From an optimization exercise on the open Yosys and OpenROAD flow, aimed at small area and a short achievable clock period; shortcuts taken in it are not production practice.
RTL that was checked went through simulation tests only; none was proved equivalent to the original.

==> 03-02: inputs <==
==> flow/design.v (excerpt) <==
module sin_cos (
  input clock, input [15:0] angle, output [15:0] cos, output [15:0] sin);
reg e0_0; always @(posedge clock) e0_0 <= angle[15];
reg e0_1; always @(posedge clock) e0_1 <= e0_0;
reg e0_2; always @(posedge clock) e0_2 <= e0_1;
reg e0_3; always @(posedge clock) e0_3 <= e0_2;
reg e0_4; always @(posedge clock) e0_4 <= e0_3;
reg e0_5; always @(posedge clock) e0_5 <= e0_4;
reg e0_6; always @(posedge clock) e0_6 <= e0_5;
reg e0_7; always @(posedge clock) e0_7 <= e0_6;
reg e0_8; always @(posedge clock) e0_8 <= e0_7;
reg e0_9; always @(posedge clock) e0_9 <= e0_8;
reg e0_10; always @(posedge clock) e0_10 <= e0_9;
reg e0_11; always @(posedge clock) e0_11 <= e0_10;
reg e0_12; always @(posedge clock) e0_12 <= e0_11;
reg e0_13; always @(posedge clock) e0_13 <= e0_12;
reg e0_14; always @(posedge clock) e0_14 <= e0_13;
reg e1_1; always @(posedge clock) e1_1 <= e1_0;
reg e1_2; always @(posedge clock) e1_2 <= e1_1;
reg e1_3; always @(posedge clock) e1_3 <= e1_2;
reg e1_4; always @(posedge clock) e1_4 <= e1_3;
reg e1_5; always @(posedge clock) e1_5 <= e1_4;
reg e1_6; always @(posedge clock) e1_6 <= e1_5;
  ...
Settings: LEC_CHECK=0, ABC_AREA=1, CAP_MARGIN=20, CORE_MARGIN=2, CORE_UTILIZATION=40, SETUP_SLACK_MARGIN=3.8, SLEW_MARGIN=20; clock period 6.5 ns.
run.sh (not shown) runs the stock make flow with config.mk's settings and CLKGATE_MAP_FILE= SYNTH_SCRIPT=/design/flow/synth_recipe.tcl, a recipe that flattens the netlist after the stock synthesis.
==> 10-28: changes against 03-02 <==
--- a/flow/config.mk
+++ b/flow/config.mk
@@ -5,9 +5,12 @@
 export SDC_FILE = /design/flow/constraint.sdc
 export NUM_CORES = 4
 export LEC_CHECK = 0
-export ABC_AREA = 1
+export ABC_CLOCK_PERIOD_IN_PS = 2700
 export CAP_MARGIN = 20
 export CORE_MARGIN = 2
 export CORE_UTILIZATION = 40
-export SETUP_SLACK_MARGIN = 3.8
+export CTS_BUF_LIST = sky130_fd_sc_hd__clkbuf_8
+export CTS_CLUSTER_DIAMETER = 45
+export CTS_CLUSTER_SIZE = 20
+export SETUP_SLACK_MARGIN = 3.75
 export SLEW_MARGIN = 20
==> impl_results.md <==
- Status: complete, no violations
- R2r endpoint: cos_r[15]
- Clk Tree Root Cell: clkbuf_8
- Worst path max stage delay: 0.59 ns
- Peak Freq: 0.319 GHz
- Worst-path clk slew: 0.09 ns
-- figures above: 10-28

==> impl_results.md <==
- Worst path max stage delay: 0.47 ns
- Status: complete, no violations
- Simple logic cell fraction of the synthesized area: 0.205
- R2r endpoint: pc_h1[19]
- Clk Tree Root Cell: clkbuf_16
- Peak Freq: 0.365 GHz
-- figures above: 03-02

Function was not checked in any run of this note: the RTL went through the layout flow alone.

==> inputs of try-tundra <==
sin_cos, a different RTL version from the one above (not shown whole).
export LEC_CHECK = 0
export ABC_AREA = 1
export CAP_MARGIN = 20
export CORE_MARGIN = 2
export CORE_UTILIZATION = 40
export CTS_BUF_LIST = sky130_fd_sc_hd__clkbuf_16
export CTS_CLUSTER_DIAMETER = 80
export CTS_CLUSTER_SIZE = 24
export SETUP_SLACK_MARGIN = 4.0
export SLEW_MARGIN = 20
create_clock -name core_clock -period 6.5 [get_ports {clock}]
==> try-zinc: changes against try-tundra <==
CORE_UTILIZATION = 55   (was 40)
SETUP_SLACK_MARGIN = 3.9   (was 4.0)
==> notes <==
- Against try-zinc, the register-to-register slack of try-tundra is higher by 0.14 ns.
- Flip-flop and latch count is the same in try-tundra and try-zinc.
- Between try-tundra and try-zinc, the lower global-route usage is in try-tundra (gap 8.0 points).
- In critical path depth, try-zinc and try-tundra do not differ.
- In try-zinc the worst hold slack is better than in try-tundra, by 0.021 ns.

==> juniper: inputs <==
sin_cos, a different RTL version from the one above (not shown whole).
make LEC_CHECK=0 ABC_AREA=1 CAP_MARGIN=20 CORE_MARGIN=2 CORE_UTILIZATION=60 CTS_BUF_LIST=sky130_fd_sc_hd__clkbuf_16 CTS_CLUSTER_DIAMETER=80 CTS_CLUSTER_SIZE=24 SETUP_SLACK_MARGIN=4.0 SLEW_MARGIN=20 finish   # period 6.5 ns
==> willow (differences from juniper) <==
Settings changed: CORE_UTILIZATION 60 to 50.
==> comparison <==
Against juniper, the routed wire length of willow is higher by about 2.7%.
Between juniper and willow, the lower clock skew is in juniper (gap 0.0017 ns).
Between willow and juniper, the lower register-to-register slack is in juniper (gap 0.03 ns).
Against willow, the maximum frequency of juniper is lower by about 1.3%.
Of juniper and willow, willow has the higher worst hold slack (gap 0.012 ns).
Synthesized cell count is the same in juniper and willow.
Against willow, the clock-buffer cell count of juniper is lower by 2.
In juniper the setup slack is worse than in willow, by 0.032 ns.
juniper produced a clean layout. willow completed with no timing, DRC or antenna violations.
In synthesized area, juniper and willow do not differ.
==> figures <==
metric                                                        juniper          willow
Run status                                             finished clean  finished clean
Multi-input combinational cell area                        0.0256 mm²      0.0256 mm²
Routed wire length on met3                                    10.1 mm         10.3 mm
Final cell utilization of the core                              0.669           0.557
Pre-CTS setup slack                                           2.92 ns         2.93 ns
Share of layout cells above drive strength 1                    0.108           0.109
Transition time at the pin with the least slew margin        0.994 ns         1.06 ns
Last element of the critical path                           pc_h1[19]       pc_h1[12]
Initial antenna violation count                                     0               1
Highest clock frequency the design can meet                   397 MHz         402 MHz
Wire length after detailed routing                             123 mm          126 mm
Routability congestion estimate                                 0.992           0.959
Detailed-route vias per instance                                 5.85            5.61
Routed length per placed instance                             19.3 µm         19.2 µm
Number of well-tap cells placed                                   969            1176
Worst path setup slack after routing                          3.98 ns         4.01 ns
Worst Setup SP                                               pc_dn[1]          g3m[6]

afterwards: timing with drivers on the ports:
The results above use ideal ports. As a check the final layouts listed here were re-extracted and re-timed, cells and wires unchanged. Step 1, drivers: a clkbuf_16 drives clock and a buf_2 each remaining input, both assumed. Step 2, shift: input delay + t, output delay - t, t = (earliest + latest rising clock arrival at the registers) / 2. This alone moves slack from input paths to output paths. Slacks: ideal ports / drivers / drivers and shift; pairs: ideal ports / drivers.
| run | t, ns | setup WS [ns] | worst register clock-pin slew, ns | cell pins on the clock port's net |
|---|---|---|---|---|
| 03-02 | 0.739 | 3.761 / 3.761 / 3.608 | 0.08 / 0.08 | 1 |
| 10-28 | 0.831 | 3.366 / 3.366 / 3.186 | 0.10 / 0.10 | 1 |
| try-tundra | 0.709 | 3.963 / 3.963 / 3.453 | 0.10 / 0.10 | 1 |
| try-zinc | 0.706 | 3.824 / 3.824 / 3.504 | 0.10 / 0.10 | 1 |
| juniper | 0.689 | 3.978 / 3.963 / 3.500 | 0.10 / 0.10 | 1 |
| willow | 0.725 | 4.010 / 3.992 / 3.509 | 0.10 / 0.10 | 1 |
After both steps every run listed still meets setup and hold. For try-tundra, which loses most, drivers alone change the setup slack by 0.000 ns; drivers and shift together by -0.510 ns.
